From an optimization exercise on the open Yosys and OpenROAD flow, aimed at small area; shortcuts taken in it are not production practice. RTL that was checked went through simulation tests only; none was proved equivalent to the original. No driver is modelled on the clock port, so clock power and skew are understated where the tree is cut down; a real chip needs a root buffer or a tree. Power is estimated from default activity; no workload was simulated.

// top
module top (
    input  clk,         
    input  rst,         
    input  i2c_sda,     
    input  i2c_scl,     
    output debug_led,   
    output tx           
);
    wire       byte_valid;
    wire [7:0] byte_data;
    i2c_sniffer i2c_sniffer_inst (
        .clk(clk),
        .rst(rst),
        .i2c_sda(i2c_sda),
        .i2c_scl(i2c_scl),
        .debug_led(debug_led),
        .byte_valid(byte_valid),
        .byte_data(byte_data)
    );
    uart_tx uart_tx_inst (
        .clk(clk),
        .rst(rst),
        .tx_start(byte_valid),
        .tx_data(byte_data),
        .tx_serial(tx)
    );
endmodule
Size in the first run: roughly 140 cells after synthesis, about 0.0015 mm2 of cells after synthesis.
==> module i2c_sniffer, before the edit <==
module i2c_sniffer (
    input  wire       clk,
    input  wire       rst,
    input  wire       i2c_sda,
    input  wire       i2c_scl,
    output reg        debug_led,
    output wire       byte_valid,    
    output wire [7:0] byte_data
);
    reg [1:0] scl_sync, sda_sync;
    reg scl_clean, sda_clean, scl_prev_clean, sda_prev_clean;
    always @(posedge clk) begin
        scl_sync <= {scl_sync[0], i2c_scl};
        sda_sync <= {sda_sync[0], i2c_sda};
        scl_clean <= scl_sync[1];
        sda_clean <= sda_sync[1];
        scl_prev_clean <= scl_clean;
        sda_prev_clean <= sda_clean;
    end
    wire start_cond  = scl_clean & scl_prev_clean & sda_prev_clean & ~sda_clean;
    wire stop_cond   = scl_clean & scl_prev_clean & ~sda_prev_clean & sda_clean;
    wire scl_posedge = scl_clean & ~scl_prev_clean;
    localparam [2:0] IDLE_STOP = 3'b000,   
                     IDLE_DATA = 3'b001,   
                     ADDR      = 3'b100,
                     REG       = 3'b101,
                     WRITE     = 3'b110,
                     READ      = 3'b111;
    reg [2:0] phase;
    reg [8:0] cap;
    reg       sniff_success;
    wire active = phase[2];
    wire ack    = cap[8];
    assign byte_valid = active & scl_posedge & ~ack & cap[7];
    assign byte_data  = {cap[6:0], sda_clean};
    always @(posedge clk) begin
        if (start_cond | (scl_posedge & ack & ~(phase == REG & sda_clean)))
            cap <= 9'd1;
        else if (scl_posedge & ~ack)
            cap <= {cap[7:0], sda_clean};
    end
    always @(posedge clk or posedge rst) begin
        if (rst) begin
            phase <= IDLE_STOP;
        end else if (stop_cond) begin
            phase <= IDLE_STOP;
        end else if (start_cond) begin
            if (phase != IDLE_DATA)
                phase <= ADDR;
        end else if (scl_posedge & ack & active) begin
            case (phase)
                ADDR:    phase <= cap[0] ? READ : REG;
                REG:     if (~sda_clean) phase <= WRITE;
                WRITE:   phase <= IDLE_DATA;
                default: phase <= READ;
            endcase
        end
    end
    always @(posedge clk or posedge rst) begin
        if (rst) begin
            sniff_success <= 1'b0;
            debug_led <= 1'b0;
        end else begin
            if (phase == READ & ack)
                sniff_success <= 1'b1;
            debug_led <= sniff_success;
        end
    end
endmodule
==> module uart_tx, before the edit <==
module uart_tx (
    input        clk,
    input        rst,
    input        tx_start,
    input  [7:0] tx_data,
    output reg   tx_serial
);
    reg [10:0] shreg;
    reg [1:0]  cj;
    reg [2:0]  ca;
    reg [4:0]  cb;
    wire tick = ~|{cj, ca[1:0], cb[3:0]};      
    wire idle = ~|shreg;
    wire load = tx_start & idle;
    always @(posedge clk)
        tx_serial <= shreg[0] | idle;
    always @(posedge clk or posedge rst) begin
        if (rst)
            shreg <= 11'd0;
        else
            shreg <= (tick ? {1'b0, shreg[10:1]} : shreg)
                   | ({11{load}} & {1'b1, tx_data, 1'b0, 1'b1});
    end
    always @(posedge clk) begin
        if (load) begin
            cj <= 2'b01;
            ca <= 3'b011;
            cb <= 5'b01010;
        end else begin
            cj <= {cj[0], ~cj[1]};
            ca <= {ca[1:0], ca[2] ^ ca[1]};
            cb <= {cb[3:0], cb[4] ^ cb[2]};
        end
    end
endmodule
Settings: LEC_CHECK=0, CAP_MARGIN=20, CORE_MARGIN=2, CORE_UTILIZATION=40, SLEW_MARGIN=20; clock period 10.0 ns.
standard.sh (not shown) runs the stock make flow with config.mk's settings and CLKGATE_MAP_FILE= SYNTH_SCRIPT=/design/flow/synth_recipe.tcl, a recipe that flattens the netlist after the stock synthesis.
==> flow/flow/run.sh <==
#!/bin/bash
# Own flow: the standard layout (standard.sh) with three changes:
#  - synthesis maps the logic with an area-oriented ABC script
#    (flow/synth.tcl, flow/area.abc); registers are mapped as in the
#    standard synthesis;
#  - the clock is buffered by a few buffers placed at register clusters
#    (flow/pre_cts.tcl, flow/clock_buffers.tcl) instead of TritonCTS's
#    H-tree with dummy loads;
#  - port buffers use the smallest buffer cell.
# The full output of the ORFS make run is in standard_flow.log; each step's
# log is under orfs/logs/.
set -euo pipefail
export OWN_ABC_SCRIPT=$PWD/flow/area.abc
export FLOW_SYNTH_TCL=$PWD/synth_recipe.tcl
export CLOCK_BUFFER_CELL=sky130_fd_sc_hd__clkbuf_8
export CLOCK_BUFFER_COUNT=3
bash standard.sh \
  "SYNTH_SCRIPT=$PWD/flow/synth.tcl" \
  "BUFFER_PORTS_ARGS=-buffer_cell sky130_fd_sc_hd__buf_1" \
  "PRE_CTS_TCL=$PWD/flow/pre_cts.tcl" \
  finish > standard_flow.log 2>&1
Other scripts of this flow, unchanged in this note and not shown: flow/flow/area.abc, flow/flow/clock_buffers.tcl, flow/flow/pre_cts.tcl, flow/flow/synth.tcl
Then changed:
--- a/flow/design.v
+++ b/flow/design.v
@@ -27,21 +27,22 @@
                      REG       = 3'b101,
                      WRITE     = 3'b110,
                      READ      = 3'b111;
     reg [2:0] phase;
-    reg [8:0] cap;
+    reg [8:0] cap_n;           
+    wire [8:0] cap = ~cap_n;
     reg       sniff_success;
     wire active = phase[2];
     wire ack    = cap[8];
     assign byte_valid = active & scl_posedge & ~ack & cap[7];
     assign byte_data  = {cap[6:0], sda_clean};
     always @(posedge clk) begin
         if (start_cond | (scl_posedge & ack & ~(phase == REG & sda_clean)))
-            cap <= 9'd1;
+            cap_n <= ~9'd1;
         else if (scl_posedge & ~ack)
-            cap <= {cap[7:0], sda_clean};
+            cap_n <= ~{cap[7:0], sda_clean};
     end
-    always @(posedge clk or posedge rst) begin
+    always @(posedge clk) begin
         if (rst) begin
             phase <= IDLE_STOP;
         end else if (stop_cond) begin
             phase <= IDLE_STOP;
@@ -56,17 +57,14 @@
                 default: phase <= READ;
             endcase
         end
     end
-    always @(posedge clk or posedge rst) begin
-        if (rst) begin
+    always @(posedge clk) begin
+        if (rst)
             sniff_success <= 1'b0;
-            debug_led <= 1'b0;
-        end else begin
-            if (phase == READ & ack)
-                sniff_success <= 1'b1;
-            debug_led <= sniff_success;
-        end
+        else if (phase == READ & ack)
+            sniff_success <= 1'b1;
+        debug_led <= sniff_success;
     end
 endmodule
 `timescale 1ns / 1ps
 `timescale 1ns / 1ps
@@ -74,35 +72,34 @@
     input        clk,
     input        rst,
     input        tx_start,
     input  [7:0] tx_data,
-    output reg   tx_serial
+    output       tx_serial
 );
     reg [10:0] shreg;
     reg [1:0]  cj;
     reg [2:0]  ca;
     reg [4:0]  cb;
-    wire tick = ~|{cj, ca[1:0], cb[3:0]};      
-    wire idle = ~|shreg;
-    wire load = tx_start & idle;
-    always @(posedge clk)
-        tx_serial <= shreg[0] | idle;
-    always @(posedge clk or posedge rst) begin
+    wire tick = ~|{cj[0], ~cj[1], ca[0], ca[2], cb[0], cb[2], ~cb[3], cb[4]};
+    wire idle = ~|shreg[10:1];
+    wire load = tx_start & idle & (~shreg[0] | tick);
+    assign tx_serial = shreg[0] | idle;
+    always @(posedge clk) begin
         if (rst)
             shreg <= 11'd0;
         else
             shreg <= (tick ? {1'b0, shreg[10:1]} : shreg)
                    | ({11{load}} & {1'b1, tx_data, 1'b0, 1'b1});
     end
     always @(posedge clk) begin
         if (load) begin
-            cj <= 2'b01;
-            ca <= 3'b011;
-            cb <= 5'b01010;
+            cj <= 2'b10;
+            ca <= 3'b101;
+            cb <= 5'b11110;
         end else begin
-            cj <= {cj[0], ~cj[1]};
-            ca <= {ca[1:0], ca[2] ^ ca[1]};
-            cb <= {cb[3:0], cb[4] ^ cb[2]};
+            cj <= {~cj[0], cj[1]};
+            ca <= {~ca[1], ~ca[0], ~(ca[2] ^ ca[1])};
+            cb <= {~cb[3], ~cb[2], ~cb[1], ~cb[0], cb[4] ^ cb[2]};
         end
     end
 endmodule
 `timescale 1ns / 1ps
The new run finished clean; final area is lower by 5.6%; setup slack is worse by 1.1 ns; via count falls by 1.9%; critical path depth is higher by 3; flip-flop and latch count decreases by 1; sequential share of layout area shrinks by 3.1 points; sequential power falls by about 4%; total power goes down by 5.9%.
No functional check of the RTL was part of the second run of this note. No run of this note takes its clock network from TritonCTS; it comes from the design's own scripts or RTL.

[what the ideal ports hide]
Ports are ideal in the flow. The routed layouts listed here were re-timed in OpenROAD.
Step 1 sets driving cells, clkbuf_16 on the clock port and buf_2 on the other inputs (assumed; they add their load-dependent delay and slew).
Step 2, shift: input delay + t, output delay - t, t = (earliest + latest rising clock arrival at the registers) / 2. This alone moves slack from input paths to output paths.
a / b / c = no drivers / after step 1 / after step 2; a / b = the first two.
| run | t (ns) | slack for setup (ns) | cell pins on the clock port's net |
|---|---|---|---|
| the first run | 0.189 | 7.355 / 7.310 / 7.499 | 3 |
| the second run | 0.193 | 6.235 / 6.192 / 6.385 | 3 |
After both steps every run listed still meets setup and hold.
